Context: an optimization exercise on an open-source flow, tuned for small area, a short achievable clock period and few clock cycles. The choices shown serve that exercise and are no tape-out recipe.
In this exercise RTL edits were held to simulation tests only and were not proved equivalent to the original.

## design/flow/run.sh

```bash
#!/bin/bash
# synth_recipe.tcl (not shown) runs the flow's synth.tcl, then flattens the netlist and writes it again
# the make line also repeats each setting of config.mk as NAME=value (left out here)
make -C /OpenROAD-flow-scripts/flow DESIGN_CONFIG=/design/flow/config.mk WORK_HOME=/design/flow/orfs CLKGATE_MAP_FILE= SYNTH_SCRIPT=/design/flow/synth_recipe.tcl finish
```

## design/flow/config.mk

```make
export PLATFORM = sky130hd
export DESIGN_NAME = goldschmidt_divider
export DESIGN_NICKNAME = goldschmidt_divider
export VERILOG_FILES = /design/flow/design.v
export SDC_FILE = /design/flow/constraint.sdc
export NUM_CORES = 4
export LEC_CHECK = 0
export CAP_MARGIN = 20
export CORE_MARGIN = 2
export CORE_UTILIZATION = 40
export SETUP_SLACK_MARGIN = 5
export SLEW_MARGIN = 20
```

## design/flow/constraint.sdc

```tcl
create_clock -name core_clock -period 11.0 [get_ports {clk}]
set_input_delay 2.2000 -clock core_clock [delete_from_list [all_inputs] [get_ports {clk}]]
set_output_delay 2.2000 -clock core_clock [all_outputs]
set_load 0.01 [all_outputs]
```

## design/flow/design.v

```verilog
module goldschmidt_divider (
    input wire clk,
    input wire rst_n,
    input wire start,
    input wire [15:0] numerator,       
    input wire [15:0] denominator,     
    output wire [15:0] quotient,       
    output reg valid,
    output wire error
);
reg        busy;
reg [2:0]  cnt;
reg [28:0] xn;       
reg [29:0] accn;
reg [24:0] xd;       
reg [25:0] accd;
reg [24:0] y;        
reg [3:0]  lz;       
reg        eq, dz, d3one;
wire [2:0] cnt_nx = busy ? cnt + 3'd1 : 3'd0;
wire       fin    = cnt[0];      
wire [42:0] sumn;
wire [38:0] sumd;
gs_mac #(.W(30), .O(43)) mn (.a(accn), .x({xn, 1'b0}), .y(y[12:0]), .s(sumn));
gs_mac #(.W(26), .O(39)) md (.a(accd), .x({xd, 1'b0}), .y(y[12:0]), .s(sumd));
wire [15:0] d = denominator;
wire        z3 = (d[15:8] == 8'd0);
wire [15:0] d3 = z3 ? {d[7:0], 8'd0} : d;
wire        z2 = (d3[15:12] == 4'd0);
wire [15:0] d2 = z2 ? {d3[11:0], 4'd0} : d3;
wire        z1 = (d2[15:14] == 2'd0);
wire [15:0] d1 = z1 ? {d2[13:0], 2'd0} : d2;
wire        z0 = ~d1[15];
wire [15:0] d0 = z0 ? {d1[14:0], 1'b0} : d1;
wire [11:0] dn = d0[15:4];
reg [12:0] f0m1;     
always @(*) begin
    case (dn[10:8])
        3'd0: f0m1 = 13'd8191;
        3'd1: f0m1 = 13'd7281;
        3'd2: f0m1 = 13'd6553;
        3'd3: f0m1 = 13'd5957;
        3'd4: f0m1 = 13'd5460;
        3'd5: f0m1 = 13'd5040;
        3'd6: f0m1 = 13'd4680;
        default: f0m1 = 13'd4368;
    endcase
end
wire [28:0] n4  = xn + (d3one ? 29'd0 : {11'd0, accn[29:12]});
wire [43:0] qsh = {15'd0, n4} << lz;
assign quotient = eq ? 16'h1000 : qsh[31:16];
assign error    = dz;
always @(posedge clk or negedge rst_n) begin
    if (!rst_n) begin
        busy  <= 1'b0;
        valid <= 1'b0;
    end else begin
        valid <= busy & (cnt == 3'd5);
        if (!busy)
            busy <= start;
        else if (cnt == 3'd5)
            busy <= 1'b0;
    end
end
always @(posedge clk) begin
    cnt <= cnt_nx;
    if (!busy) begin
        xn   <= {2'd0, numerator, 11'd0};
        accn <= {2'd0, numerator, 12'd0};
        xd   <= {2'd0, dn, 11'd0};
        accd <= {2'd0, dn, 12'd0};
        y    <= {12'd0, f0m1};
        lz   <= {z3, z2, z1, z0};
        eq   <= (numerator == denominator);
        dz   <= (denominator == 16'd0);
    end else if (fin) begin
        accn <= sumn[42:13];
        accd <= sumd[38:13];
        y    <= {13'd0, y[24:13]};
    end else begin
        xn   <= sumn[40:12];
        accn <= {sumn[40:12], 1'b0};
        xd   <= sumd[36:12];
        accd <= {sumd[36:12], 1'b0};
        y    <= ~sumd[36:12];
        d3one <= sumd[36];
    end
end
endmodule
module gs_mac #(parameter W = 30, parameter O = 43) (
    input  wire [W-1:0] a,
    input  wire [W-1:0] x,
    input  wire [12:0] y,
    output wire [O-1:0] s
);
wire [14:0] yy = {2'b00, y};
wire [W+1:0] x1 = {2'b00, x};
wire [W+1:0] x2 = {1'b0, x, 1'b0};
wire b0h = yy[1], b0m = yy[0], b0l = 1'b0;
wire one0 = b0m ^ b0l;
wire two0 = (b0h & ~b0m & ~b0l) | (~b0h & b0m & b0l);
wire neg0 = b0h & ~(b0m & b0l);
wire [W+1:0] q0 = ({(W+2){one0}} & x1 | {(W+2){two0}} & x2) ^ {(W+2){neg0}};
wire b1h = yy[3], b1m = yy[2], b1l = yy[1];
wire one1 = b1m ^ b1l;
wire two1 = (b1h & ~b1m & ~b1l) | (~b1h & b1m & b1l);
wire neg1 = b1h & ~(b1m & b1l);
wire [W+1:0] q1 = ({(W+2){one1}} & x1 | {(W+2){two1}} & x2) ^ {(W+2){neg1}};
wire b2h = yy[5], b2m = yy[4], b2l = yy[3];
wire one2 = b2m ^ b2l;
wire two2 = (b2h & ~b2m & ~b2l) | (~b2h & b2m & b2l);
wire neg2 = b2h & ~(b2m & b2l);
wire [W+1:0] q2 = ({(W+2){one2}} & x1 | {(W+2){two2}} & x2) ^ {(W+2){neg2}};
wire b3h = yy[7], b3m = yy[6], b3l = yy[5];
wire one3 = b3m ^ b3l;
wire two3 = (b3h & ~b3m & ~b3l) | (~b3h & b3m & b3l);
wire neg3 = b3h & ~(b3m & b3l);
wire [W+1:0] q3 = ({(W+2){one3}} & x1 | {(W+2){two3}} & x2) ^ {(W+2){neg3}};
wire b4h = yy[9], b4m = yy[8], b4l = yy[7];
wire one4 = b4m ^ b4l;
wire two4 = (b4h & ~b4m & ~b4l) | (~b4h & b4m & b4l);
wire neg4 = b4h & ~(b4m & b4l);
wire [W+1:0] q4 = ({(W+2){one4}} & x1 | {(W+2){two4}} & x2) ^ {(W+2){neg4}};
wire b5h = yy[11], b5m = yy[10], b5l = yy[9];
wire one5 = b5m ^ b5l;
wire two5 = (b5h & ~b5m & ~b5l) | (~b5h & b5m & b5l);
wire neg5 = b5h & ~(b5m & b5l);
wire [W+1:0] q5 = ({(W+2){one5}} & x1 | {(W+2){two5}} & x2) ^ {(W+2){neg5}};
wire b6h = yy[13], b6m = yy[12], b6l = yy[11];
wire one6 = b6m ^ b6l;
wire two6 = (b6h & ~b6m & ~b6l) | (~b6h & b6m & b6l);
wire neg6 = b6h & ~(b6m & b6l);
wire [W+1:0] q6 = ({(W+2){one6}} & x1 | {(W+2){two6}} & x2) ^ {(W+2){neg6}};
wire [O-1:0] r0 = ({{(O-W-2){1'b0}}, ~q0[W+1], q0[W:0]} << 0);
wire [O-1:0] r1 = ({{(O-W-2){1'b0}}, ~q1[W+1], q1[W:0]} << 2) | ({{(O-1){1'b0}}, neg0} << 0);
wire [O-1:0] r2 = ({{(O-W-2){1'b0}}, ~q2[W+1], q2[W:0]} << 4) | ({{(O-1){1'b0}}, neg1} << 2);
wire [O-1:0] r3 = ({{(O-W-2){1'b0}}, ~q3[W+1], q3[W:0]} << 6) | ({{(O-1){1'b0}}, neg2} << 4);
wire [O-1:0] r4 = ({{(O-W-2){1'b0}}, ~q4[W+1], q4[W:0]} << 8) | ({{(O-1){1'b0}}, neg3} << 6);
wire [O-1:0] r5 = ({{(O-W-2){1'b0}}, ~q5[W+1], q5[W:0]} << 10) | ({{(O-1){1'b0}}, neg4} << 8);
wire [O-1:0] r6 = ({{(O-W-2){1'b0}}, ~q6[W+1], q6[W:0]} << 12) | ({{(O-1){1'b0}}, neg5} << 10);
wire [O-1:0] kc = {O{1'b0}} - (({{(O-1){1'b0}}, 1'b1} << (W+1+0)) + ({{(O-1){1'b0}}, 1'b1} << (W+1+2)) + ({{(O-1){1'b0}}, 1'b1} << (W+1+4)) + ({{(O-1){1'b0}}, 1'b1} << (W+1+6)) + ({{(O-1){1'b0}}, 1'b1} << (W+1+8)) + ({{(O-1){1'b0}}, 1'b1} << (W+1+10)) + ({{(O-1){1'b0}}, 1'b1} << (W+1+12)));
wire [O-1:0] ra = {{(O-W){1'b0}}, a};
wire [O-1:0] t0s0 = r0 ^ r1 ^ r2;
wire [O-1:0] t0c0 = ((r0 & r1) | (r0 & r2) | (r1 & r2)) << 1;
wire [O-1:0] t0s1 = r3 ^ r4 ^ r5;
wire [O-1:0] t0c1 = ((r3 & r4) | (r3 & r5) | (r4 & r5)) << 1;
wire [O-1:0] t0s2 = r6 ^ kc ^ ra;
wire [O-1:0] t0c2 = ((r6 & kc) | (r6 & ra) | (kc & ra)) << 1;
wire [O-1:0] t1s0 = t0s0 ^ t0c0 ^ t0s1;
wire [O-1:0] t1c0 = ((t0s0 & t0c0) | (t0s0 & t0s1) | (t0c0 & t0s1)) << 1;
wire [O-1:0] t1s1 = t0c1 ^ t0s2 ^ t0c2;
wire [O-1:0] t1c1 = ((t0c1 & t0s2) | (t0c1 & t0c2) | (t0s2 & t0c2)) << 1;
wire [O-1:0] t2s0 = t1s0 ^ t1c0 ^ t1s1;
wire [O-1:0] t2c0 = ((t1s0 & t1c0) | (t1s0 & t1s1) | (t1c0 & t1s1)) << 1;
wire [O-1:0] t3s0 = t2s0 ^ t2c0 ^ t1c1;
wire [O-1:0] t3c0 = ((t2s0 & t2c0) | (t2s0 & t1c1) | (t2c0 & t1c1)) << 1;
assign s = t3s0 + t3c0;
endmodule
```

==> results.toml, run 1 <==
[route]
drc_errors = 0
vias_per_cell = 6.044
routedWlPerCell_um = 25.34
drtPass1Iterations = 8
via_count = 27405
routed_wl_mm = 114.9
first_iter_violations = 3222
ant_nets = 0

[global_route]
grt_overflow = 0
grt_max_degree = 66
grt_pass1_vias = 26281
grtUsageTotal_pct = 29.55
antenna_found_initial = 3
grt_pass1_wl_mm = 165.5

[timing]
fmax_ghz = 0.1591
finalSetupViolCount = 0
layout_setup_ws_ns = 4.713
timing.final.crit_share_pct = 57.16
tns_ns = 0
relSlewSlack_pct = 37.50
finalHoldViolCount = 0
finClkSkew_ns = 0.01639
rsz0062_at_grt = "true"
min_period_ns = 6.287
finalMaxSlewViolations = 0
worst-slew-pin-transition_ns = 0.9374

[cells_and_area]
area_growth_pct = 27.44
layout-drive-gt1-share_pct = 22.84
fin_util_pct = 51.21
multi_input_area_mm2 = 0.02491
fill_cells = 6556
finalInstanceArea_mm2 = 0.03642
regArea_mm2 = 0.003314
final_net_count = 4126

[critical_path]
crit_chain = "buf_6 > buf_12 > buf_4 > nor2b_4 > ha_4 > a21oi_4 > o211ai_1 > buf_4 > buf_4 > a31oi_4 > buf_12 > a21oi_4 > o31ai_2 > a211oi_2 > buf_4 > mux2i_1 > buf_4 > buf_4 > nand2_2 > a221oi_2 > buf_2"
startpoint_type = "register"
r2r_cells = 24
critPathArrivalTime_ns = 4.09
crit_slowest_cell = "edfxtp_1"
path_common_cell = "buf_4"
crit_fanout = 7
slowest_delay_ns = 0.43
crit_type = "reg2out"
reg2reg_from = "y[9]"
reg2reg_to = "xd[19]"
crit_cells = 21
crit_path_end_kind = "output pin"
startpoint = "d3one"
critPathTopFamily = "buffers and inverters"
worst-path-buf-inv = 10
reg2reg_slack_ns = 4.87
worstPathRequired_ns = 8.80

[cts]
cts_root_buf = "clkbuf_16"
insertion_delay_ns = 0.51
clkTransAtPathRegs_ns = 0.07
ctsHtreeMaxLevel = 4
numClockSinks = 145
cts_tree = "done"
cts_buffer_depth = 2
cts_buffers = 17

[floorplan]
start_util_pct = 40.18
die-area_mm2 = 0.07360
die_h_um = 271.3
die_x_um = 271.3
ios = 53
rows = 98
core_area_mm2 = 0.07112

[logic_synthesis]
synth_flop_cell = "dfxtp_1"
yosysMostFrequentCell = "inv_1"
netlist_area_mm2 = 0.02858
seq_area_frac_synth_pct = 11.42
avgSynthCellArea_um2 = 8.343
synth_cell_types = 91
synth_edf_count = 35
synth_nets = 3982
synth_top_area_share_pct = 22.77
netlist_top_cells_count = "inv_1, xnor2_1, fa_1, a22oi_1, nand2_1"
async_flop_share_pct = 1.379
synth-seq-cells = 145
yosys.area.top_type = "fa_1"
synthTopCellsByArea = "fa_1, xnor2_1, ha_1, dfxtp_1, a22oi_1"
synthCells = 3425
ys_warn_count = 1

[min_path]
hp-class = "reg2reg"
hold_path_depth = 2
min_from = "xn[1]"
hold_path_end = "xn[1]"

[placed_design]
place_area_mm2 = 0.02976
port_buffers = 52
place_ws_ns = 3.356
routabilityCongestion = 0.9469
dp_hpwl_mm = 70.51

[run]
drv_cap = 0

[outcome]
status = "timing/DRC/antenna clean"
## placed cells by master, fill, tap and decap left out, drive strengths merged, types with 10 or more instances in the layout
master,netlist,routed
mux2i,32,32
xor2,56,56
and3,13,13
o21bai,13,13
a31oi,30,30
nor4,13,13
clkdlybuf4s50,0,36
nand3,33,33
nor2b,29,29
o221ai,13,13
nor3,20,20
xnor2,376,376
and2,12,12
nand2b,20,20
a21oi,152,152
edfxtp,35,35
ha,197,197
nand4,24,24
a211oi,30,30
a22oi,273,273
dfxtp,108,108
inv,544,545
o31ai,27,27
o22ai,33,33
nand2,229,229
buf,45,330
o211ai,30,30
o21a,14,14
o21ai,96,97
nor2,139,139
a21o,49,49
o2bb2ai,11,11
clkbuf,216,36
a22o,64,64
fa,325,325
and4,10,10
## cells by family after synthesis
kind of cell | after synthesis | share of synthesized area, %
muxes | 41 | 1.567
xor gates and xnor gates | 432 | 13.24
adders and majority gates | 522 | 31.39
DFF | 145 | 11.42
and+or+nand+nor | 573 | 9.379
AOI/OAI and AO/OA | 906 | 22.38
buffers and inverters | 806 | 10.62
## stage by stage
step | instances | hold slack (ns)
after floorplan | 3425 | 0.4402
after global placement | 4214 | 0.4553
after detailed placement | 4214 | 0.4649
after CTS | 4399 | 0.4750
after global routing | 4533 | 0.4921
final | 4534 | 0.4706
## final cells by class
class                      instances  share of cell area [%]
antenna                            2                 0.01374
clock buffer                      24                   1.412
clock inverter                     8                  0.1821
inverter                         545                   5.827
multi-input combinational       2475                   68.39
sequential                       145                   9.101
tap                              950                   3.264
timing repair buffer             383                   11.76
timing repair inverter             2                 0.05154
## worst register-to-register path, cell delays in order, from the launching register on
cell	delay, ns
dfxtp_4	0.37
buf_6	0.13
o21ai_4	0.16
buf_6	0.12
buf_12	0.13
buf_12	0.14
buf_8	0.11
a22oi_2	0.05
xnor2_1	0.20
fa_1	0.53
inv_2	0.04
fa_1	0.53
fa_1	0.51
inv_1	0.05
fa_1	0.49
ha_4	0.29
a211oi_4	0.26
nand2_2	0.11
nor4_4	0.37
a21o_1	0.35
a21oi_2	0.13
o31a_1	0.33
nor2_2	0.13
xnor2_2	0.11
a31o_2	0.25
## layer usage
layer  track usage (%)  share of wire [%]
met1             38.97                 40
met2             45.93                 44
met3             6.227                 11
met4             14.55                6.2
met5                 0              0.010
## what timing repair did
action | in CTS | in global routing
pin swaps | 62 | 247
setup buffers | 130 | 122
gates resized for setup | 364 | 379
setup endpoints to repair | 149 | 103
gates cloned | 23 | 11
hold buffers | 0 | 0
## flip-flops by register name (all words and copies together), names as in the netlist
| name | count |
|---|---|
| lz | 4 |
| y | 25 |
| xn | 29 |
| busy | 1 |
| dz | 1 |
| cnt | 3 |
| eq | 1 |
| xd | 25 |
| valid | 1 |
| accn | 29 |
| d3one | 1 |
| accd | 25 |
## worst max-delay path by stage
stage	to	slack [ns]
5_1_grt	quotient[15]	4.58
2_1_floorplan	xn[26]	5.00
3_5_place_dp	d3one	3.36
3_3_place_gp	d3one	3.35
6_report	quotient[7]	4.71
4_1_cts	quotient[12]	4.70
Testbench counts, summed over its fixed seeds: cycles 112,000.
==> inputs of run 2 (changes only) <==
--- a/design/flow/config.mk
+++ b/design/flow/config.mk
@@ -9,4 +9,3 @@
 export CORE_MARGIN = 2
 export CORE_UTILIZATION = 40
-export SETUP_SLACK_MARGIN = 5
 export SLEW_MARGIN = 20
==> run 2 against run 1 <==
Final area fell by 17%. Non-clock buffer count decreased by 289. Via count shrank 9.1%. Flip-flop and latch count unchanged. Wire length decreased by 15%. Global-route usage down 3.0 points. Utilization shrank 8.6 points. Worst setup slack got worse by 1.8 ns. Largest cell class unchanged.
==> results.toml, run 2 <==
[outcome]
status = "timing/DRC/antenna clean"

[timing]
whs_ns = 0.4455
tns_ns = 0
rsz0062_at_grt = "false"
fmax_ghz = 0.1242
finalSetupViolCount = 0
finClkSkew_ns = 0.01548
worst-slew-pin-transition_ns = 1.160
timing.final.crit_share_pct = 73.17
finalHoldViolCount = 0
relSlewSlack_pct = 22.12
finalMaxSlewViolations = 0
layout_setup_ws_ns = 2.951
min_period_ns = 8.049

[cts]
cts_buffer_depth = 2
hold_buffers = 0
numClockSinks = 145
post_cts.repair.setup_buffers = 0
insertion_delay_ns = 0.50
clkTransAtPathRegs_ns = 0.07
post_cts_resized = 0
cts_tree = "done"
cts_root_buf = "clkbuf_16"
ctsHtreeMaxLevel = 4
cts_buffers = 17

[logic_synthesis]
seq_area_frac_synth_pct = 11.42
synthTopCellsByArea = "fa_1, xnor2_1, ha_1, dfxtp_1, a22oi_1"
yosysMostFrequentCell = "inv_1"
synth_nets = 3982
synth_edf_count = 35
yosys.area.top_type = "fa_1"
synth_flop_cell = "dfxtp_1"
synth-seq-cells = 145
async_flop_share_pct = 1.379
synth_cell_types = 91
synthCells = 3425
synth_top_area_share_pct = 22.77
avgSynthCellArea_um2 = 8.343
netlist_top_cells_count = "inv_1, xnor2_1, fa_1, a22oi_1, nand2_1"
ys_warn_count = 1
netlist_area_mm2 = 0.02858

[critical_path]
startpoint_type = "register"
reg2reg_from = "y[1]"
r2r_cells = 22
worstPathRequired_ns = 11.32
slowest_delay_ns = 0.91
crit_type = "reg2reg"
critPathArrivalTime_ns = 8.37
startpoint = "y[1]"
crit_fanout = 38
crit_path_end_kind = "register"
path_common_cell = "fa_1"
reg2reg_slack_ns = 2.95
cp-endpoint = "accd[23]"
crit_chain = "buf_4 > nand3b_1 > o21ai_4 > buf_4 > a22oi_1 > xnor2_1 > fa_1 > inv_1 > fa_1 > fa_1 > inv_1 > fa_1 > ha_1 > and4_1 > and4_1 > a211oi_1 > a211oi_1 > o21ai_0 > o31ai_1 > a21oi_1 > xor2_1 > a221oi_1"
crit_slowest_cell = "a211oi_1"
reg2reg_to = "accd[23]"

[global_route]
grtUsageTotal_pct = 26.57
antenna_found_initial = 3
grt_pass1_wl_mm = 151.2
grt_max_degree = 64
grt_pass1_vias = 24568
grt_overflow = 0

[floorplan]
die_x_um = 271.3
core_area_mm2 = 0.07112
ios = 53
die_h_um = 271.3
die-area_mm2 = 0.07360
rows = 98
start_util_pct = 40.18

[cells_and_area]
layout-drive-gt1-share_pct = 4.134
final_net_count = 3834
layout_common_cells = "inv_1, xnor2_1, fa_1, a22oi_1, nand2_1"
fin_cells = 4242
reg_top3 = "accn x29, xn x29"
area_growth_pct = 5.985
final_common_cell = "inv_1"

[placed_design]
routabilityCongestion = 0.9617
port_buffers = 52
dp_hpwl_mm = 71.69
dp.cells = 4208
place_ws_ns = 3.185

[route]
via_count = 24924
drtPass1Iterations = 6
vias_per_cell = 5.876
ant_nets = 0
drc_errors = 0
routed_wl_mm = 98.05
first_iter_violations = 2608
routedWlPerCell_um = 23.11

[min_path]
hp-class = "reg2reg"

[run]
drv_cap = 0
run 2: cell types whose count changed in the layout (fill, tap and decap cells not counted), sizes merged:
cell,before,now
buf,330,42
clkdlybuf4s15,1,0
bufbuf,4,0
inv,545,551
clkbuf,36,17
clkinv,4,6
o21ai,97,96
clkdlybuf4s50,36,52
bufinv,0,1
clkinvlp,6,2
run 2: logic make-up after synthesis:
| family | count (synthesis) | share of synthesized area [%] |
|---|---|---|
| AO/OA/AOI/OAI | 906 | 22.38 |
| XOR/XNOR | 432 | 13.24 |
| adder cells (fa/ha/maj) | 522 | 31.39 |
| buffers and inverters | 806 | 10.62 |
| flip-flops | 145 | 11.42 |
| multiplexers | 41 | 1.567 |
| AND/OR/NAND/NOR | 573 | 9.379 |
run 2: per-layer routing:
metal  GRT usage, %  vias up  part of all wire [%]
met4          9.731        2                   3.3
met3          5.820      189                   9.3
met1          36.00    12194                    43
met2          41.53     1263                    45
met5              0        -                 0.012
li1               -    11276                     -
run 2: metrics by stage:
stage          util, %  cell area, um2
2_1_floorplan        -           28580
3_3_place_gp     41.77           29710
3_5_place_dp     41.77           29710
4_1_cts          42.58           30280
5_1_grt          42.58           30280
6_report         42.59           30290
run 2: final cells by class:
class | count | area, um2
well taps | 950 | 1189
repair buffers | 94 | 835.8
diodes | 2 | 5.005
multi-input cells | 2474 | 22370
inverters | 545 | 2048
fillers | 7225 | 40830
clock inverters | 15 | 148.9
clock buffers | 17 | 425.4
flip-flops and latches | 145 | 3268
run 2: critical path, delay by kind of cell (launching register included):
family / cells / cell delay (ns)
AOI/OAI and AO/OA: 8 / 2.52
xor gates and xnor gates: 2 / 0.52
adders and majority gates: 5 / 2.31
buffers and inverters: 4 / 1.13
DFF: 1 / 0.65
and+or+nand+nor: 3 / 0.66
run 2: how the worst min path moves through the flow:
stage,from,end,slack [ns],depth (start not counted)
CTS,xd[23],xd[23],0.45,2
detailed placement,xd[23],xd[23],0.44,2
global placement,xd[23],xd[23],0.44,2
floorplan,y[16],y[3],0.44,2
global route,xd[23],xd[23],0.48,2
finish,xd[23],xd[23],0.45,2
==> inputs of run 3 (changes only) <==
--- a/design/flow/design.v
+++ b/design/flow/design.v
@@ -15,5 +15,6 @@
 reg [24:0] xd;       
 reg [25:0] accd;
-reg [24:0] y;        
+reg [11:0] yh;       
+reg [6:0]  one_n, two_n, neg_n, one_d, two_d, neg_d;
 reg [3:0]  lz;       
 reg        eq, dz, d3one;
@@ -22,6 +23,21 @@
 wire [42:0] sumn;
 wire [38:0] sumd;
-gs_mac #(.W(30), .O(43)) mn (.a(accn), .x({xn, 1'b0}), .y(y[12:0]), .s(sumn));
-gs_mac #(.W(26), .O(39)) md (.a(accd), .x({xd, 1'b0}), .y(y[12:0]), .s(sumd));
+gs_mac #(.W(30), .O(43)) mn (.a(accn), .x({xn, 1'b0}), .one(one_n), .two(two_n), .neg(neg_n), .s(sumn));
+gs_mac #(.W(26), .O(39)) md (.a(accd), .x({xd, 1'b0}), .one(one_d), .two(two_d), .neg(neg_d), .s(sumd));
+function [20:0] booth;       
+    input [12:0] v;
+    reg [15:0] w;
+    integer i;
+    begin
+        w = {2'b00, v, 1'b0};
+        for (i = 0; i < 7; i = i + 1) begin
+            booth[i]      = w[2*i+1] ^ w[2*i];
+            booth[7 + i]  = (w[2*i+2] & ~w[2*i+1] & ~w[2*i]) | (~w[2*i+2] & w[2*i+1] & w[2*i]);
+            booth[14 + i] = w[2*i+2] & ~(w[2*i+1] & w[2*i]);
+        end
+    end
+endfunction
+wire [12:0] nxdig = ~sumd[24:12];    
+wire [20:0] bnext = !busy ? booth(f0m1) : fin ? booth({1'b0, yh}) : booth(nxdig);
 wire [15:0] d = denominator;
 wire        z3 = (d[15:8] == 8'd0);
@@ -65,4 +81,6 @@
 always @(posedge clk) begin
     cnt <= cnt_nx;
+    {neg_n, two_n, one_n} <= bnext;
+    {neg_d, two_d, one_d} <= bnext;
     if (!busy) begin
         xn   <= {2'd0, numerator, 11'd0};
@@ -70,5 +88,4 @@
         xd   <= {2'd0, dn, 11'd0};
         accd <= {2'd0, dn, 12'd0};
-        y    <= {12'd0, f0m1};
         lz   <= {z3, z2, z1, z0};
         eq   <= (numerator == denominator);
@@ -77,5 +94,4 @@
         accn <= sumn[42:13];
         accd <= sumd[38:13];
-        y    <= {13'd0, y[24:13]};
     end else begin
         xn   <= sumn[40:12];
@@ -83,5 +99,5 @@
         xd   <= sumd[36:12];
         accd <= {sumd[36:12], 1'b0};
-        y    <= ~sumd[36:12];
+        yh   <= ~sumd[36:25];
         d3one <= sumd[36];
     end
@@ -91,44 +107,22 @@
     input  wire [W-1:0] a,
     input  wire [W-1:0] x,
-    input  wire [12:0] y,
+    input  wire [6:0] one, two, neg,    
     output wire [O-1:0] s
 );
-wire [14:0] yy = {2'b00, y};
 wire [W+1:0] x1 = {2'b00, x};
 wire [W+1:0] x2 = {1'b0, x, 1'b0};
-wire b0h = yy[1], b0m = yy[0], b0l = 1'b0;
-wire one0 = b0m ^ b0l;
-wire two0 = (b0h & ~b0m & ~b0l) | (~b0h & b0m & b0l);
-wire neg0 = b0h & ~(b0m & b0l);
+wire one0 = one[0], two0 = two[0], neg0 = neg[0];
 wire [W+1:0] q0 = ({(W+2){one0}} & x1 | {(W+2){two0}} & x2) ^ {(W+2){neg0}};
-wire b1h = yy[3], b1m = yy[2], b1l = yy[1];
-wire one1 = b1m ^ b1l;
-wire two1 = (b1h & ~b1m & ~b1l) | (~b1h & b1m & b1l);
-wire neg1 = b1h & ~(b1m & b1l);
+wire one1 = one[1], two1 = two[1], neg1 = neg[1];
 wire [W+1:0] q1 = ({(W+2){one1}} & x1 | {(W+2){two1}} & x2) ^ {(W+2){neg1}};
-wire b2h = yy[5], b2m = yy[4], b2l = yy[3];
-wire one2 = b2m ^ b2l;
-wire two2 = (b2h & ~b2m & ~b2l) | (~b2h & b2m & b2l);
-wire neg2 = b2h & ~(b2m & b2l);
+wire one2 = one[2], two2 = two[2], neg2 = neg[2];
 wire [W+1:0] q2 = ({(W+2){one2}} & x1 | {(W+2){two2}} & x2) ^ {(W+2){neg2}};
-wire b3h = yy[7], b3m = yy[6], b3l = yy[5];
-wire one3 = b3m ^ b3l;
-wire two3 = (b3h & ~b3m & ~b3l) | (~b3h & b3m & b3l);
-wire neg3 = b3h & ~(b3m & b3l);
+wire one3 = one[3], two3 = two[3], neg3 = neg[3];
 wire [W+1:0] q3 = ({(W+2){one3}} & x1 | {(W+2){two3}} & x2) ^ {(W+2){neg3}};
-wire b4h = yy[9], b4m = yy[8], b4l = yy[7];
-wire one4 = b4m ^ b4l;
-wire two4 = (b4h & ~b4m & ~b4l) | (~b4h & b4m & b4l);
-wire neg4 = b4h & ~(b4m & b4l);
+wire one4 = one[4], two4 = two[4], neg4 = neg[4];
 wire [W+1:0] q4 = ({(W+2){one4}} & x1 | {(W+2){two4}} & x2) ^ {(W+2){neg4}};
-wire b5h = yy[11], b5m = yy[10], b5l = yy[9];
-wire one5 = b5m ^ b5l;
-wire two5 = (b5h & ~b5m & ~b5l) | (~b5h & b5m & b5l);
-wire neg5 = b5h & ~(b5m & b5l);
+wire one5 = one[5], two5 = two[5], neg5 = neg[5];
 wire [W+1:0] q5 = ({(W+2){one5}} & x1 | {(W+2){two5}} & x2) ^ {(W+2){neg5}};
-wire b6h = yy[13], b6m = yy[12], b6l = yy[11];
-wire one6 = b6m ^ b6l;
-wire two6 = (b6h & ~b6m & ~b6l) | (~b6h & b6m & b6l);
-wire neg6 = b6h & ~(b6m & b6l);
+wire one6 = one[6], two6 = two[6], neg6 = neg[6];
 wire [W+1:0] q6 = ({(W+2){one6}} & x1 | {(W+2){two6}} & x2) ^ {(W+2){neg6}};
 wire [O-1:0] r0 = ({{(O-W-2){1'b0}}, ~q0[W+1], q0[W:0]} << 0);
--- a/design/flow/config.mk
+++ b/design/flow/config.mk
@@ -9,3 +9,4 @@
 export CORE_MARGIN = 2
 export CORE_UTILIZATION = 40
+export SETUP_SLACK_MARGIN = 5
 export SLEW_MARGIN = 20
==> run 3 against run 2 <==
First-iteration DRC count hardly changed. Final area is 8.6% higher. Flip-flop and latch count is 7 higher. Clock skew is 0.0017 ns lower. Sequential share of layout area is 0.25 points higher. Utilization is 4.3 points higher. Global-route usage is 0.91 points higher. Non-clock buffer count is 142 higher. Final cell count is 0.61% lower. Highest routed layer unchanged.
==> results.toml, run 3 <==
[logic_synthesis]
synthCells = 3262
ys_warn_count = 1
async_flop_share_pct = 1.316
seq_area_frac_synth_pct = 12.42
netlist_area_mm2 = 0.02838
yosys.area.top_type = "fa_1"
synth_edf_count = 47
synth_top_area_share_pct = 22.93
netlist_top_cells_count = "inv_1, xnor2_1, fa_1, a22oi_1, clkbuf_1"
synth-seq-cells = 152
synth_nets = 3824
yosysMostFrequentCell = "inv_1"
avgSynthCellArea_um2 = 8.700
synth_cell_types = 100
synthTopCellsByArea = "fa_1, xnor2_1, ha_1, a22oi_1, dfxtp_1"
synth_flop_cell = "dfxtp_1"

[cts]
cts_tree = "done"
ctsHtreeMaxLevel = 4
numClockSinks = 152
cts_buffers = 17
cts_buffer_depth = 2
cts_root_buf = "clkbuf_16"
clkTransAtPathRegs_ns = 0.07
insertion_delay_ns = 0.47

[cells_and_area]
area_growth_pct = 15.94
fin_util_pct = 46.90
final_net_count = 3825
final_common_cell = "inv_1"
layout-drive-gt1-share_pct = 13.71
n_antenna_cell = 0
reg_top3 = "accn x29, xn x29"
fill_cells = 6818
layout_common_cells = "inv_1, xnor2_1, fa_1, a22oi_1, ha_1"

[critical_path]
reg2reg_from = "two_n[1]"
crit_path_end_kind = "output pin"
crit_type = "reg2out"
startpoint_type = "register"
crit_fanout = 11
slowest_delay_ns = 0.49
worst-path-buf-inv = 3
critPathTopFamily = "compound AO/OA/AOI/OAI gates"
crit_chain = "buf_12 > and2b_2 > ha_1 > and4b_1 > o31a_1 > o21a_4 > o211ai_4 > a21oi_2 > or3_4 > mux2_4 > mux4_2 > buf_4 > a21o_1 > a21oi_2 > buf_2"
worstPathRequired_ns = 8.80
startpoint = "d3one"
r2r_cells = 21
crit_slowest_cell = "mux4_2"
path_common_cell = "a21oi_2"
critPathArrivalTime_ns = 4.40
crit_cells = 15

[min_path]
min_from = "cnt[2]"
hp-class = "reg2reg"
hold_path_depth = 2

[route]
first_iter_violations = 2610
routed_wl_mm = 103.9
drtPass1Iterations = 6
ant_nets = 0
via_count = 24936
drc_errors = 0
vias_per_cell = 5.915
routedWlPerCell_um = 24.65

[timing]
finClkSkew_ns = 0.01374
timing.final.crit_share_pct = 60.03
finalSetupViolCount = 0
tns_ns = 0
finalHoldViolCount = 0
finalMaxSlewViolations = 0
layout_setup_ws_ns = 4.397
worst-slew-pin-transition_ns = 1.075
min_period_ns = 6.603
relSlewSlack_pct = 28.28
fmax_ghz = 0.1515
rsz0062_at_grt = "true"
whs_ns = 0.5179

[outcome]
status = "timing/DRC/antenna clean"

[placed_design]
port_buffers = 52
dp_hpwl_mm = 64.09
place_ws_ns = 3.943
routabilityCongestion = 0.8785

[global_route]
grt_overflow = 0
grtUsageTotal_pct = 27.49
antenna_found_initial = 2
grt_pass1_vias = 24481
grt_max_degree = 57
grt_pass1_wl_mm = 153.2

[floorplan]
ios = 53
start_util_pct = 40.45
die_x_um = 270.4
rows = 97
core_area_mm2 = 0.07015
die-area_mm2 = 0.07309
die_h_um = 270.4

[run]
drv_cap = 0
-- run 3: cell types whose count changed after synthesis, sizes merged, moves of 18 or more --
cell and delta:
nor2 -26, xor2 -19, a21oi -34, o31ai -20, nand2 -71, a22oi +49
xnor2 +25, o22ai -18
-- run 3: per-stage QoR --
stage          instance area [um2]  std cells
5_1_grt                      32900       4216
2_1_floorplan                28380       3262
6_report                     32900       4216
3_5_place_dp                 29430       4049
4_1_cts                      31900       4172
3_3_place_gp                 29430       4049
-- run 3: layout make-up --
type	count	area (um2)	area share, %
multi-input combinational	2311	22560	68.55
sequential	152	3633	11.04
timing repair buffer	236	2882	8.758
inverter	545	2062	6.267
tap	940	1176	3.575
clock buffer	18	429.2	1.304
clock inverter	14	163.9	0.4982
-- run 3: per-layer routing --
metal  wire (um)  track usage (%)  vias to the layer above
met3       11770            6.979                      312
met4        5522            11.51                        2
li1            -                -                    11011
met5           9                0                        -
met2       45880            43.70                     1361
met1       40720            35.45                    12250
-- run 3: what timing repair did --
action | CTS | global route
buffers inserted | 70 | 37
endpoints found under the setup margin | 140 | 70
gates resized for setup | 202 | 115
cloned | 21 | 7
endpoints found under the hold margin | 0 | 0
pin swaps | 24 | 50
hold buffers | 0 | 0
-- run 3: cell families (layout without fill, tap and decap cells) --
kind of cell             after synthesis  count (layout)  synth area share (%)
adder cells (fa/ha/maj)              527             527                 31.83
flip-flops                           152             152                 12.42
buffers and inverters                799             813                 10.91
multiplexers                          50              50                 2.050
XOR/XNOR                             438             438                 13.52
AO/OA/AOI/OAI                        846             846                 21.63
AND/OR/NAND/NOR                      450             450                 7.645
-- run 3: path summary, 6_finish.rpt --
path                            slack [ns]          end
min in group asynchronous             1.88         busy
worst min register to register        0.52       cnt[2]
worst max register to register        4.97     accn[26]
max in group asynchronous             8.99         busy
worst min-delay path                  0.52       cnt[2]
worst max-delay path                  4.40  quotient[2]
-- run 3: worst register-to-register path, cell delays in order, from the launching register on --
cell and delay, ns:
dfxtp_4 0.40, buf_12 0.18, a22oi_1 0.26, xnor2_1 0.18
fa_1 0.45, inv_1 0.10, fa_1 0.44, fa_1 0.50
inv_1 0.05, fa_1 0.44, ha_1 0.34, a21o_1 0.17
a221o_1 0.37, a21oi_2 0.22, a211oi_4 0.10, buf_12 0.15
or4_4 0.54, and2_4 0.18, a211oi_4 0.28, o21bai_1 0.12
xnor2_1 0.24, o221ai_1 0.17
Testbench counts of run 3, summed over its fixed seeds: cycles 112,000.
==> inputs of run 4 (changes only) <==
--- a/design/flow/design.v
+++ b/design/flow/design.v
@@ -16,5 +16,5 @@
 reg [25:0] accd;
 reg [11:0] yh;       
-reg [6:0]  one_n, two_n, neg_n, one_d, two_d, neg_d;
+reg [6:0]  one_n, two_n, neg_n, one_dn, two_dn, neg_dn;
 reg [3:0]  lz;       
 reg        eq, dz, d3one;
@@ -24,5 +24,5 @@
 wire [38:0] sumd;
 gs_mac #(.W(30), .O(43)) mn (.a(accn), .x({xn, 1'b0}), .one(one_n), .two(two_n), .neg(neg_n), .s(sumn));
-gs_mac #(.W(26), .O(39)) md (.a(accd), .x({xd, 1'b0}), .one(one_d), .two(two_d), .neg(neg_d), .s(sumd));
+gs_mac #(.W(26), .O(39)) md (.a(accd), .x({xd, 1'b0}), .one(~one_dn), .two(~two_dn), .neg(~neg_dn), .s(sumd));
 function [20:0] booth;       
     input [12:0] v;
@@ -82,5 +82,5 @@
     cnt <= cnt_nx;
     {neg_n, two_n, one_n} <= bnext;
-    {neg_d, two_d, one_d} <= bnext;
+    {neg_dn, two_dn, one_dn} <= ~bnext;
     if (!busy) begin
         xn   <= {2'd0, numerator, 11'd0};
==> run 4 against run 3 <==
Global-route usage decreased by 2.1 points. Area after synthesis increased by 4.1%. Maximum frequency rose by 7.9%.
==> results.toml, run 4 <==
[logic_synthesis]
ys_warn_count = 1
async_flop_share_pct = 1.163
synth-seq-cells = 172
synth_flop_cell = "dfxtp_1"
synth_nets = 4020
synthTopCellsByArea = "fa_1, xnor2_1, ha_1, dfxtp_1, inv_1"
synthCells = 3456
synth_edf_count = 47
synth_top_area_share_pct = 22.03
seq_area_frac_synth_pct = 13.29
yosys.area.top_type = "fa_1"
avgSynthCellArea_um2 = 8.545
netlist_area_mm2 = 0.02953
netlist_top_cells_count = "inv_1, xnor2_1, fa_1, clkbuf_1, ha_1"
yosysMostFrequentCell = "inv_1"
synth_cell_types = 98

[floorplan]
die-area_mm2 = 0.07602
rows = 99
ios = 53
die_h_um = 275.7
die_x_um = 275.7
core_area_mm2 = 0.07308
start_util_pct = 40.41

[route]
via_count = 25952
ant_nets = 0
routed_wl_mm = 97.88
drtPass1Iterations = 6
first_iter_violations = 2601
routedWlPerCell_um = 21.85
drc_errors = 0
vias_per_cell = 5.793

[timing]
relSlewSlack_pct = 31.57
timing.final.crit_share_pct = 55.61
tns_ns = 0
fmax_ghz = 0.1635
finalMaxSlewViolations = 0
min_period_ns = 6.117
layout_setup_ws_ns = 4.883
finalHoldViolCount = 0
finClkSkew_ns = 0.01727
worst-slew-pin-transition_ns = 1.016
rsz0062_at_grt = "true"
finalSetupViolCount = 0
whs_ns = 0.5035

[run]
drv_cap = 0

[min_path]
hp-class = "reg2reg"

[global_route]
antenna_found_initial = 0
grt_max_degree = 64
grt_pass1_wl_mm = 150.2
grt_pass1_vias = 25473
grtUsageTotal_pct = 25.43
grt_overflow = 0

[critical_path]
crit_slowest_cell = "mux4_2"
crit_path_end_kind = "output pin"
crit_type = "reg2out"
slowest_delay_ns = 0.53
startpoint_type = "register"
crit_chain = "buf_6 > nor2b_4 > ha_4 > a21o_1 > a211oi_4 > o211ai_1 > and3_4 > buf_6 > o21ai_4 > xnor2_4 > mux4_2 > o21a_1 > o211a_1 > buf_2"
critPathArrivalTime_ns = 3.92
crit_fanout = 7
path_common_cell = "buf_6"
worstPathRequired_ns = 8.80

[placed_design]
place_area_mm2 = 0.03059
port_buffers = 52
routabilityCongestion = 0.9131
dp_hpwl_mm = 69.22
place_ws_ns = 3.831

[cts]
ctsHtreeMaxLevel = 4
cts_tree = "done"
cts_root_buf = "clkbuf_16"
numClockSinks = 172
insertion_delay_ns = 0.47
cts_buffers = 17
clkTransAtPathRegs_ns = 0.07
cts_buffer_depth = 2

[cells_and_area]
final_net_count = 4072
finalInstanceArea_mm2 = 0.03463
final_common_cell = "inv_1"
area_growth_pct = 17.27
layout_common_cells = "inv_1, xnor2_1, fa_1, buf_4, o22ai_1"
n_antenna_cell = 0
reg_top3 = "accn x29, xn x29"
layout-drive-gt1-share_pct = 17.58

[outcome]
status = "timing/DRC/antenna clean"
run 4: final cells by class:
| cell class | instances | area [um2] |
|---|---|---|
| tap | 959 | 1200 |
| clock inverter | 15 | 127.6 |
| timing repair inverter | 2 | 12.51 |
| multi-input combinational | 2430 | 23850 |
| fill | 7029 | 38450 |
| sequential | 172 | 4013 |
| clock buffer | 17 | 425.4 |
| timing repair buffer | 304 | 2753 |
| inverter | 581 | 2248 |
run 4: logic make-up (layout without fill, tap and decap cells):
logic type,count (synthesis),count (layout),synth area share (%)
flip-flops,172,172,13.29
AO/OA/AOI/OAI,892,892,20.97
adder cells (fa/ha/maj),529,529,30.67
AND/OR/NAND/NOR,516,516,8.651
XOR/XNOR,434,434,12.90
buffers and inverters,854,919,10.96
multiplexers,59,59,2.563
run 4: worst max-delay path: cells and delay by family (launching register included):
family	cells	cell delay, ns
XOR/XNOR	1	0.10
adder cells (fa/ha/maj)	1	0.23
buffers and inverters	3	0.45
AO/OA/AOI/OAI	6	1.22
flip-flops	1	0.52
multiplexers	1	0.53
AND/OR/NAND/NOR	2	0.39
run 4: worst paths after layout:
path	startpoint	to	slack, ns	depth (start not counted)
max reg2reg	xd[13]	accd[22]	5.07	24
min reg2reg	cnt[2]	cnt[2]	0.50	2
max in group asynchronous	rst_n	busy	8.99	1
min in group asynchronous	rst_n	valid	1.88	1
min	cnt[2]	cnt[2]	0.50	2
max	d3one	quotient[7]	4.88	14
run 4: layer usage:
| metal | global-route usage, % | part of all wire, % | wire [um] |
|---|---|---|---|
| met1 | 34.51 | 42 | 41590 |
| met3 | 3.097 | 7.0 | 6882 |
| met4 | 10.17 | 4.3 | 4237 |
| met2 | 41.16 | 46 | 45170 |
| met5 | 0 | 0 | 0 |
run 4: stage by stage:
step                      utilization, %  std cells
after detailed placement           41.86       4244
after CTS                          45.34       4410
after floorplan                        -       3456
after global placement             41.86       4244
after global routing               47.39       4480
final                              47.39       4480
run 4: repair_timing:
item / 4_1_cts / 5_1_grt
resized for setup: 287 / 185
hold buffers: 0 / 0
pin swaps: 48 / 79
cloned: 1 / 2
buffers inserted: 133 / 68
endpoints found under the setup margin: 155 / 116
hold endpoints to repair: 0 / 0
Testbench counts of run 4, summed over its fixed seeds: cycles 112,000.
==> inputs of run 5 (changes only) <==
--- a/design/flow/design.v
+++ b/design/flow/design.v
@@ -63,5 +63,7 @@
     endcase
 end
-wire [28:0] n4  = xn + (d3one ? 29'd0 : {11'd0, accn[29:12]});
+reg  [10:0] xinc;
+wire [18:0] n4lo = {1'b0, xn[17:0]} + {1'b0, accn[29:12]};
+wire [28:0] n4   = {n4lo[18] ? xinc : xn[28:18], n4lo[17:0]};
 wire [43:0] qsh = {15'd0, n4} << lz;
 assign quotient = eq ? 16'h1000 : qsh[31:16];
@@ -81,4 +83,5 @@
 always @(posedge clk) begin
     cnt <= cnt_nx;
+    xinc <= xn[28:18] + 11'd1;
     {neg_n, two_n, one_n} <= bnext;
     {neg_dn, two_dn, one_dn} <= ~bnext;
@@ -92,5 +95,5 @@
         dz   <= (denominator == 16'd0);
     end else if (fin) begin
-        accn <= sumn[42:13];
+        accn <= (cnt[2] & d3one) ? 30'd0 : sumn[42:13];
         accd <= sumd[38:13];
     end else begin
--- a/design/flow/config.mk
+++ b/design/flow/config.mk
@@ -8,5 +8,5 @@
 export CAP_MARGIN = 20
 export CORE_MARGIN = 2
-export CORE_UTILIZATION = 40
+export CORE_UTILIZATION = 65
 export SETUP_SLACK_MARGIN = 5
 export SLEW_MARGIN = 20
==> run 5 against run 4 <==
Still clean on timing, DRC and antenna. Wire length decreased by 2.2%. Synthesized cell count decreased by 5.8%. Via count decreased by 1.4%. Maximum frequency about the same. First-iteration DRC count increased by 11%. Global-route usage increased by 15 points. Clock skew increased by 0.0013 ns. Final cell count decreased by 13%. Final area decreased by 6.1%. Utilization increased by 28 points.
==> results.toml, run 5 <==
[outcome]
status = "timing/DRC/antenna clean"

[route]
via_count = 25600
vias_per_cell = 6.559
drc_errors = 0
routedWlPerCell_um = 24.52
routed_wl_mm = 95.69
first_iter_violations = 2897
ant_nets = 0
drtPass1Iterations = 7

[logic_synthesis]
synth_cell_types = 100
seq_area_frac_synth_pct = 14.44
synthTopCellsByArea = "fa_1, xnor2_1, dfxtp_1, ha_1, inv_1"
synthCells = 3257
yosysMostFrequentCell = "inv_1"
synth_nets = 3823
avgSynthCellArea_um2 = 8.813
netlist_top_cells_count = "inv_1, xnor2_1, fa_1, ha_1, clkbuf_1"
synth_top_area_share_pct = 22.67
synth_edf_count = 47
yosys.area.top_type = "fa_1"
synth_flop_cell = "dfxtp_1"
synth-seq-cells = 183
netlist_area_mm2 = 0.02870
async_flop_share_pct = 1.093
ys_warn_count = 1

[placed_design]
routabilityCongestion = 0.9504
dp_hpwl_mm = 66.03
port_buffers = 52

[timing]
finalMaxSlewViolations = 0
finClkSkew_ns = 0.01857
finalSetupViolCount = 0
rsz0062_at_grt = "true"
finalHoldViolCount = 0
timing.final.crit_share_pct = 55.58
min_period_ns = 6.113
tns_ns = 0
worst-slew-pin-transition_ns = 1.110
relSlewSlack_pct = 25.92
whs_ns = 0.5632
fmax_ghz = 0.1636

[floorplan]
ios = 53
die_x_um = 214.1
rows = 76
core_area_mm2 = 0.04336
start_util_pct = 66.19
die-area_mm2 = 0.04585
die_h_um = 214.1

[critical_path]
startpoint_type = "register"
critPathArrivalTime_ns = 3.91
crit_fanout = 4
crit_type = "reg2out"
worstPathRequired_ns = 8.80
reg2reg_slack_ns = 5.06
crit_path_end_kind = "output pin"

[global_route]
grt_pass1_vias = 26023
grtUsageTotal_pct = 40.10
antenna_found_initial = 0
grt_max_degree = 56
grt_overflow = 0
grt_pass1_wl_mm = 143.9

[cts]
hold_buffers = 0
cts_root_buf = "clkbuf_16"
ctsHtreeMaxLevel = 4
clkTransAtPathRegs_ns = 0.07
cts_tree = "done"
insertion_delay_ns = 0.46
cts_buffer_depth = 2
cts_buffers = 17
numClockSinks = 183

[cells_and_area]
fill_cells = 3227
regArea_mm2 = 0.004213
multi_input_area_mm2 = 0.02223
layout_common_cells = "inv_1, xnor2_1, fa_1, ha_1, o22ai_1"
reg_top3 = "accn x29, xn x29"
n_antenna_cell = 0
layout-drive-gt1-share_pct = 15.01
final_net_count = 3871
area_growth_pct = 13.30
final_common_cell = "inv_1"
fin_util_pct = 75.00

[min_path]
hp-class = "reg2reg"

[run]
drv_cap = 0
## run 5: changes by cell type after synthesis, sizes merged, moves of 11 or more
cell    before  now
dfxtp      123  134
o21ai       91   62
a21o        51   35
xnor2      389  402
clkbuf     220  193
nor2b       34    8
a21oi      120  106
nor2       131  107
nand3       42   25
and3        23   12
mux2i       37   55
inv        578  561
## run 5: cell families after synthesis
family	count (synthesis)	share of synthesized area [%]
simple gates	424	7.158
mux	83	3.487
buf+inv	810	10.65
flops	183	14.44
xor+xnor	443	13.54
compound gates	783	19.08
fa+ha+maj	531	31.65
## run 5: routing by layer
metal / GRT usage [%] / routed length [um] / up-vias
met5: 0 / 0 / -
met4: 26.48 / 7048 / 0
met3: 7.532 / 8983 / 421
met2: 66.75 / 45390 / 1588
met1: 47.57 / 34270 / 12583
li1: - / - / 11008
## run 5: final timing paths
| check | startpoint | cells past startpoint | end |
|---|---|---|---|
| max reg2reg | xd[13] | 26 | one_dn[5] |
| max | accn[12] | 14 | quotient[12] |
| min in group asynchronous | rst_n | 1 | busy |
| max in group asynchronous | rst_n | 1 | busy |
| min | cnt[1] | 3 | cnt[1] |
| min reg2reg | cnt[1] | 3 | cnt[1] |
## run 5: worst max-delay path, cell delays in order (launching register included)
cell       delay (ns)
dfxtp_4          0.37
and2_4           0.16
fa_2             0.36
a21oi_2          0.16
o211a_1          0.23
o211ai_4         0.13
a211oi_4         0.31
a211oi_4         0.09
buf_6            0.14
clkbuf_16        0.15
mux2i_1          0.13
mux4_2           0.49
mux2_4           0.30
a221oi_2         0.25
buf_2            0.17
## run 5: layout make-up
class                      count  area share [%]
multi-input combinational   2265           68.34
sequential                   183           12.95
timing repair buffer         269           7.664
inverter                     566           6.887
tap                          585           2.251
clock buffer                  20           1.470
clock inverter                12          0.3693
timing repair inverter         3         0.06156
## run 5: what timing repair did
| action | 4_1_cts | 5_1_grt |
|---|---|---|
| setup endpoints to repair | 128 | 88 |
| cloned | 0 | 5 |
| gates resized for setup | 123 | 177 |
| pin swaps | 12 | 31 |
| buffers inserted | 75 | 90 |
## run 5: metrics by stage
| stage | setup WS (ns) | instances | instance area [um2] |
|---|---|---|---|
| global route | 4.799 | 3903 | 32520 |
| finish | 4.887 | 3903 | 32520 |
| CTS | 4.833 | 3808 | 31070 |
| detailed placement | 4.091 | 3701 | 29420 |
| floorplan | 5.005 | 3257 | 28710 |
| global placement | 4.270 | 3701 | 29420 |
Testbench counts of run 5, summed over its fixed seeds: cycles 112,000.
==> inputs of run 6 (changes only) <==
--- a/design/flow/config.mk
+++ b/design/flow/config.mk
@@ -8,5 +8,5 @@
 export CAP_MARGIN = 20
 export CORE_MARGIN = 2
-export CORE_UTILIZATION = 65
+export CORE_UTILIZATION = 50
 export SETUP_SLACK_MARGIN = 5
 export SLEW_MARGIN = 20
==> run 6 against run 5 <==
Still clean. Non-clock buffer count shrank 22. Maximum frequency grew 1.3%. Area after synthesis is the same. Count of clock-buffer cells in the layout shrank 2. Via count shrank 2.7%. Synthesized cell count is the same. Critical path depth shrank 1. Final cell count grew 3.7%. Die area grew 29%. Sequential share of layout area is essentially flat. Wire length grew 2.5%. Critical path type unchanged. Largest cell class unchanged.
==> results.toml, run 6 <==
[placed_design]
routabilityCongestion = 0.9659
dp_hpwl_mm = 69.56
port_buffers = 52

[logic_synthesis]
synth_flop_cell = "dfxtp_1"
netlist_area_mm2 = 0.02870
yosysMostFrequentCell = "inv_1"
async_flop_share_pct = 1.093
yosys.area.top_type = "fa_1"
avgSynthCellArea_um2 = 8.813
ys_warn_count = 1
seq_area_frac_synth_pct = 14.44
synthTopCellsByArea = "fa_1, xnor2_1, dfxtp_1, ha_1, inv_1"
synth_top_area_share_pct = 22.67
synth-seq-cells = 183
netlist_top_cells_count = "inv_1, xnor2_1, fa_1, ha_1, clkbuf_1"
synthCells = 3257
synth_cell_types = 100
synth_nets = 3823
synth_edf_count = 47

[critical_path]
crit_fanout = 16
r2r_cells = 23
crit_cells = 13
crit_slowest_cell = "mux4_2"
startpoint_type = "register"
crit_type = "reg2out"
critPathArrivalTime_ns = 3.83
crit_path_end_kind = "output pin"
path_common_cell = "buf_4"
slowest_delay_ns = 0.47
crit_chain = "buf_4 > ha_2 > nand2_1 > a211o_1 > o211a_1 > a211oi_2 > xor2_1 > buf_4 > inv_1 > mux4_2 > mux2_4 > a221oi_2 > buf_2"
worstPathRequired_ns = 8.80
worst-path-buf-inv = 4
critPathTopFamily = "compound AO/OA/AOI/OAI gates"

[global_route]
grt_pass1_vias = 25489
grt_pass1_wl_mm = 149.9
antenna_found_initial = 1
grtUsageTotal_pct = 32.66
busiest_layer = "met2"
met1_usage_pct = 40.74
grt.met3_usage_pct = 4.880
grt_overflow = 0
grt_use_met2_pct = 55.25
grt_max_degree = 55

[cells_and_area]
layout_common_cells = "inv_1, xnor2_1, fa_1, o22ai_1, ha_1"
reg_top3 = "accn x29, xn x29"
layout-drive-gt1-share_pct = 13.88
n_antenna_cell = 0
regArea_mm2 = 0.004207
fin_util_pct = 57.25
fill_cells = 5064
area_growth_pct = 12.91
final_common_cell = "inv_1"
multi_input_area_mm2 = 0.02212
final_net_count = 3846

[timing]
finClkSkew_ns = 0.01606
finalMaxSlewViolations = 0
rsz0062_at_grt = "true"
min_period_ns = 6.033
worst-slew-pin-transition_ns = 1.066
fmax_ghz = 0.1657
relSlewSlack_pct = 28.82
whs_ns = 0.5648
finalSetupViolCount = 0
timing.final.crit_share_pct = 54.85
finalHoldViolCount = 0
tns_ns = 0

[route]
routedWlPerCell_um = 24.22
routed_wl_mm = 98.08
drtPass1Iterations = 6
via_count = 24909
drc_errors = 0
vias_per_cell = 6.152
first_iter_violations = 2615
ant_nets = 0

[cts]
clkTransAtPathRegs_ns = 0.09
cts_root_buf = "clkbuf_16"
hold_buffers = 0
ctsHtreeMaxLevel = 4
numClockSinks = 183
insertion_delay_ns = 0.46
cts_tree = "done"
cts_buffers = 17
cts_buffer_depth = 2

[floorplan]
die_h_um = 243.6
die_x_um = 243.6
core_area_mm2 = 0.05660
rows = 87
start_util_pct = 50.71
ios = 53
die-area_mm2 = 0.05934

[min_path]
hp-class = "reg2reg"
hold_path_depth = 3

[outcome]
status = "timing/DRC/antenna clean"

[run]
drv_cap = 0
run 6: cell counts after synthesis:
Identical to the previous run, type by type.
run 6: metrics by stage:
step | worst slack [ns] | cells | instance area [um2]
finish | 4.967 | 4049 | 32410
global route | 4.818 | 4049 | 32410
CTS | 4.958 | 3994 | 31460
detailed placement | 3.557 | 3876 | 29670
global placement | 3.673 | 3876 | 29670
floorplan | 5.005 | 3257 | 28710
run 6: per-layer routing:
metal	vias to the layer above	routed length, um
li1	10964	-
met1	12433	38070
met2	1218	47240
met3	292	7509
met4	2	5225
met5	-	34
run 6: kinds of logic after synthesis:
group	synth area share, %
buffers and inverters	10.65
AOI/OAI and AO/OA	19.08
adders and majority gates	31.65
xor gates and xnor gates	13.54
and+or+nand+nor	7.158
DFF	14.44
muxes	3.487
run 6: what timing repair did:
action                                  CTS  global route
endpoints found under the setup margin  141            80
cloned                                    0             2
setup buffers                            86            53
gates resized for setup                 166           110
pin swaps                                15            39
run 6: cell type report:
| cell class | count | area share (%) |
|---|---|---|
| clock inverters | 14 | 0.4671 |
| inverters | 566 | 6.837 |
| flip-flops and latches | 183 | 12.98 |
| multi-input cells | 2264 | 68.26 |
| repair inverters | 1 | 0.02316 |
| well taps | 756 | 2.919 |
| clock buffers | 18 | 1.355 |
| repair buffers | 247 | 7.158 |
run 6: path summary, 6_finish.rpt:
check                        from      endpoint  slack, ns
max                         xn[7]  quotient[12]       4.97
min                        cnt[1]        cnt[1]       0.56
max reg2reg                xd[13]      one_n[5]       5.12
min reg2reg                cnt[1]        cnt[1]       0.56
max in group asynchronous   rst_n          busy       8.96
min in group asynchronous   rst_n         valid       1.90
run 6: tightest hold or removal path: cells and delay by family, from the launching register on:
kind	cells	cell delay (ns)
flops	1	0.32
buf+inv	1	0.05
simple gates	1	0.04
fa+ha+maj	1	0.12
==> inputs of run 7 (changes only) <==
--- a/design/flow/design.v
+++ b/design/flow/design.v
@@ -67,5 +67,5 @@
 wire [28:0] n4   = {n4lo[18] ? xinc : xn[28:18], n4lo[17:0]};
 wire [43:0] qsh = {15'd0, n4} << lz;
-assign quotient = eq ? 16'h1000 : qsh[31:16];
+assign quotient = qsh[31:16];
 assign error    = dz;
 always @(posedge clk or negedge rst_n) begin
@@ -91,12 +91,12 @@
         xd   <= {2'd0, dn, 11'd0};
         accd <= {2'd0, dn, 12'd0};
-        lz   <= {z3, z2, z1, z0};
+        lz   <= (numerator == denominator) ? 4'd0 : {z3, z2, z1, z0};
         eq   <= (numerator == denominator);
         dz   <= (denominator == 16'd0);
     end else if (fin) begin
-        accn <= (cnt[2] & d3one) ? 30'd0 : sumn[42:13];
+        accn <= (cnt[2] & (d3one | eq)) ? 30'd0 : sumn[42:13];
         accd <= sumd[38:13];
     end else begin
-        xn   <= sumn[40:12];
+        xn   <= (cnt[2] & eq) ? 29'h10000000 : sumn[40:12];
         accn <= {sumn[40:12], 1'b0};
         xd   <= sumd[36:12];
--- a/design/flow/config.mk
+++ b/design/flow/config.mk
@@ -8,5 +8,5 @@
 export CAP_MARGIN = 20
 export CORE_MARGIN = 2
-export CORE_UTILIZATION = 50
+export CORE_UTILIZATION = 65
 export SETUP_SLACK_MARGIN = 5
 export SLEW_MARGIN = 20
==> run 7 against run 6 <==
Clock skew is 0.0012 ns lower. Flip-flop and latch count stayed put. Critical endpoint is now quotient[3].
==> results.toml, run 7 <==
[outcome]
status = "timing/DRC/antenna clean"

[logic_synthesis]
synth_nets = 3914
synth_flop_cell = "dfxtp_1"
netlist_area_mm2 = 0.02909
synth_cell_types = 92
synth-seq-cells = 183
synth_edf_count = 47
synth_top_area_share_pct = 22.37
avgSynthCellArea_um2 = 8.689
seq_area_frac_synth_pct = 14.25
synthTopCellsByArea = "fa_1, xnor2_1, dfxtp_1, ha_1, inv_1"
async_flop_share_pct = 1.093
yosys.area.top_type = "fa_1"
synthCells = 3348
netlist_top_cells_count = "inv_1, xnor2_1, fa_1, ha_1"
ys_warn_count = 1
yosysMostFrequentCell = "inv_1"

[placed_design]
place_area_mm2 = 0.02976
port_buffers = 52
routabilityCongestion = 0.9652
dp_hpwl_mm = 68.02

[timing]
worst-slew-pin-transition_ns = 1.037
tns_ns = 0
finalHoldViolCount = 0
finalMaxSlewViolations = 0
finClkSkew_ns = 0.01481
relSlewSlack_pct = 30.73
timing.final.crit_share_pct = 55.54
min_period_ns = 6.109
fmax_ghz = 0.1637
finalSetupViolCount = 0
rsz0062_at_grt = "true"

[global_route]
met1_usage_pct = 49.05
grt_use_met2_pct = 70.19
grtUsageTotal_pct = 42.38
grt.met3_usage_pct = 7.907
antenna_found_initial = 0
grt_pass1_wl_mm = 152.5
grt_max_degree = 54
grt_pass1_vias = 27114
busiest_layer = "met2"
grt_overflow = 0

[route]
vias_per_cell = 6.637
via_count = 26828
routed_wl_mm = 101.1
first_iter_violations = 2798
drc_errors = 0
routedWlPerCell_um = 25.02
ant_nets = 0
drtPass1Iterations = 6

[cells_and_area]
final_net_count = 4003
finalInstanceArea_mm2 = 0.03363
final_common_cell = "inv_1"
layout-drive-gt1-share_pct = 16.99
area_growth_pct = 15.60
reg_top3 = "accn x29, xn x29"
layout_common_cells = "inv_1, xnor2_1, fa_1, buf_4, o22ai_1"
fin_util_pct = 76.04
n_antenna_cell = 0

[critical_path]
crit_slowest_cell = "mux4_2"
worstPathRequired_ns = 8.80
slowest_delay_ns = 0.47
startpoint_type = "register"
crit_path_end_kind = "output pin"
critPathArrivalTime_ns = 3.91
critPathTopFamily = "compound AO/OA/AOI/OAI gates"
crit_type = "reg2out"
worst-path-buf-inv = 3
crit_chain = "buf_12 > nand2_4 > fa_2 > nor2b_2 > o31a_1 > o211ai_1 > o21bai_2 > a221oi_4 > nand2_4 > mux4_2 > buf_6 > mux2_4 > mux4_2 > buf_6"
crit_fanout = 5

[floorplan]
die_h_um = 215.5
die_x_um = 215.5
rows = 77
start_util_pct = 65.78
ios = 53
core_area_mm2 = 0.04422
die-area_mm2 = 0.04646

[cts]
cts_buffer_depth = 2
cts_tree = "done"
cts_buffers = 17
numClockSinks = 183
clkTransAtPathRegs_ns = 0.07
ctsHtreeMaxLevel = 4
cts_root_buf = "clkbuf_16"
insertion_delay_ns = 0.47

[run]
drv_cap = 0

[min_path]
hp-class = "reg2reg"
run 7: kinds of logic (layout without fill, tap and decap cells):
logic type	count (synthesis)	in the layout	share of synthesized area [%]
AOI/OAI and AO/OA	852	852	19.90
DFF	183	183	14.25
adders and majority gates	531	531	31.23
muxes	66	66	3.140
xor gates and xnor gates	443	444	13.34
buffers and inverters	840	940	10.95
and+or+nand+nor	433	434	7.196
run 7: final timing paths:
path | depth (start not counted) | end | startpoint | slack, ns
setup / recovery | 14 | quotient[3] | xn[0] | 4.89
hold / removal | 2 | xd[1] | xd[1] | 0.53
setup reg to reg | 21 | accn[26] | xn[11] | 5.00
hold reg to reg | 2 | xd[1] | xd[1] | 0.53
max in group asynchronous | 1 | busy | rst_n | 8.98
min in group asynchronous | 1 | busy | rst_n | 1.89
run 7: stage by stage:
stage | cells | setup slack, ns | hold slack, ns
after detailed placement | 3786 | 3.713 | 0.4603
after global placement | 3786 | 3.796 | 0.4594
after global routing | 4042 | 4.809 | 0.5555
after floorplan | 3348 | 5.005 | 0.4453
after CTS | 3971 | 4.786 | 0.5241
final | 4042 | 4.891 | 0.5340
run 7: area by class of cell:
cell class	count	area [um2]
flip-flops and latches	183	4248
fillers	3131	10600
clock buffers	18	439.2
clock inverters	14	153.9
well taps	592	740.7
inverters	582	2295
repair buffers	323	2992
repair inverters	3	20.02
multi-input cells	2327	22740
run 7: repair_timing:
item | in CTS | in global routing
gates resized for setup | 220 | 173
hold buffers | 0 | 0
setup endpoints to repair | 163 | 107
setup buffers | 150 | 68
cloned | 3 | 2
pin swaps | 27 | 62
run 7: per-layer routing:
layer | vias up | part of all wire (%) | wire length, um
li1 | 11455 | - | -
met1 | 12985 | 34 | 34850
met2 | 1814 | 47 | 47380
met3 | 574 | 9.6 | 9718
met4 | 0 | 9.1 | 9195
met5 | - | 0 | 0
run 7: tightest hold or removal path, cell delays in order (launching register included):
cell     delay [ns]
dfxtp_4        0.37
nand2_1        0.07
a21oi_1        0.06
Testbench counts of run 7, summed over its fixed seeds: cycles 112,000.

## separate check: timing with driven ports
In the flow no input, the clock included, has a driving cell. The finished layouts below were timed again as built, in two steps.
Step 1, drivers: a clkbuf_16 drives clk and a buf_2 each remaining input, both assumed.
Step 2 also shifts input and output timing later by t, the mid clock arrival at the registers, as if the neighbouring blocks saw the same clock.
a / b / c = ideal / step 1 / step 2; a / b = the first two.
run	t (ns)	setup WS [ns]	worst setup path at the end	worst register clock-pin slew, ns	cell pins on the clock port's net
run 1	0.562	4.713 / 4.650 / 4.870	register to register	0.08 / 0.08	1
run 2	0.559	2.951 / 2.951 / 2.951	register to register	0.08 / 0.08	1
run 3	0.522	4.397 / 4.339 / 4.704	input to register	0.07 / 0.07	1
run 4	0.518	4.883 / 4.830 / 4.750	input to register	0.09 / 0.09	1
run 5	0.509	4.887 / 4.829 / 4.687	input to register	0.08 / 0.08	1
run 6	0.517	4.967 / 4.904 / 4.783	input to register	0.09 / 0.09	1
run 7	0.528	4.891 / 4.826 / 4.769	input to register	0.08 / 0.08	1
After both steps every run listed still meets setup and hold. For run 5, which loses most, drivers alone change the setup slack by -0.058 ns; drivers and shift together by -0.200 ns.
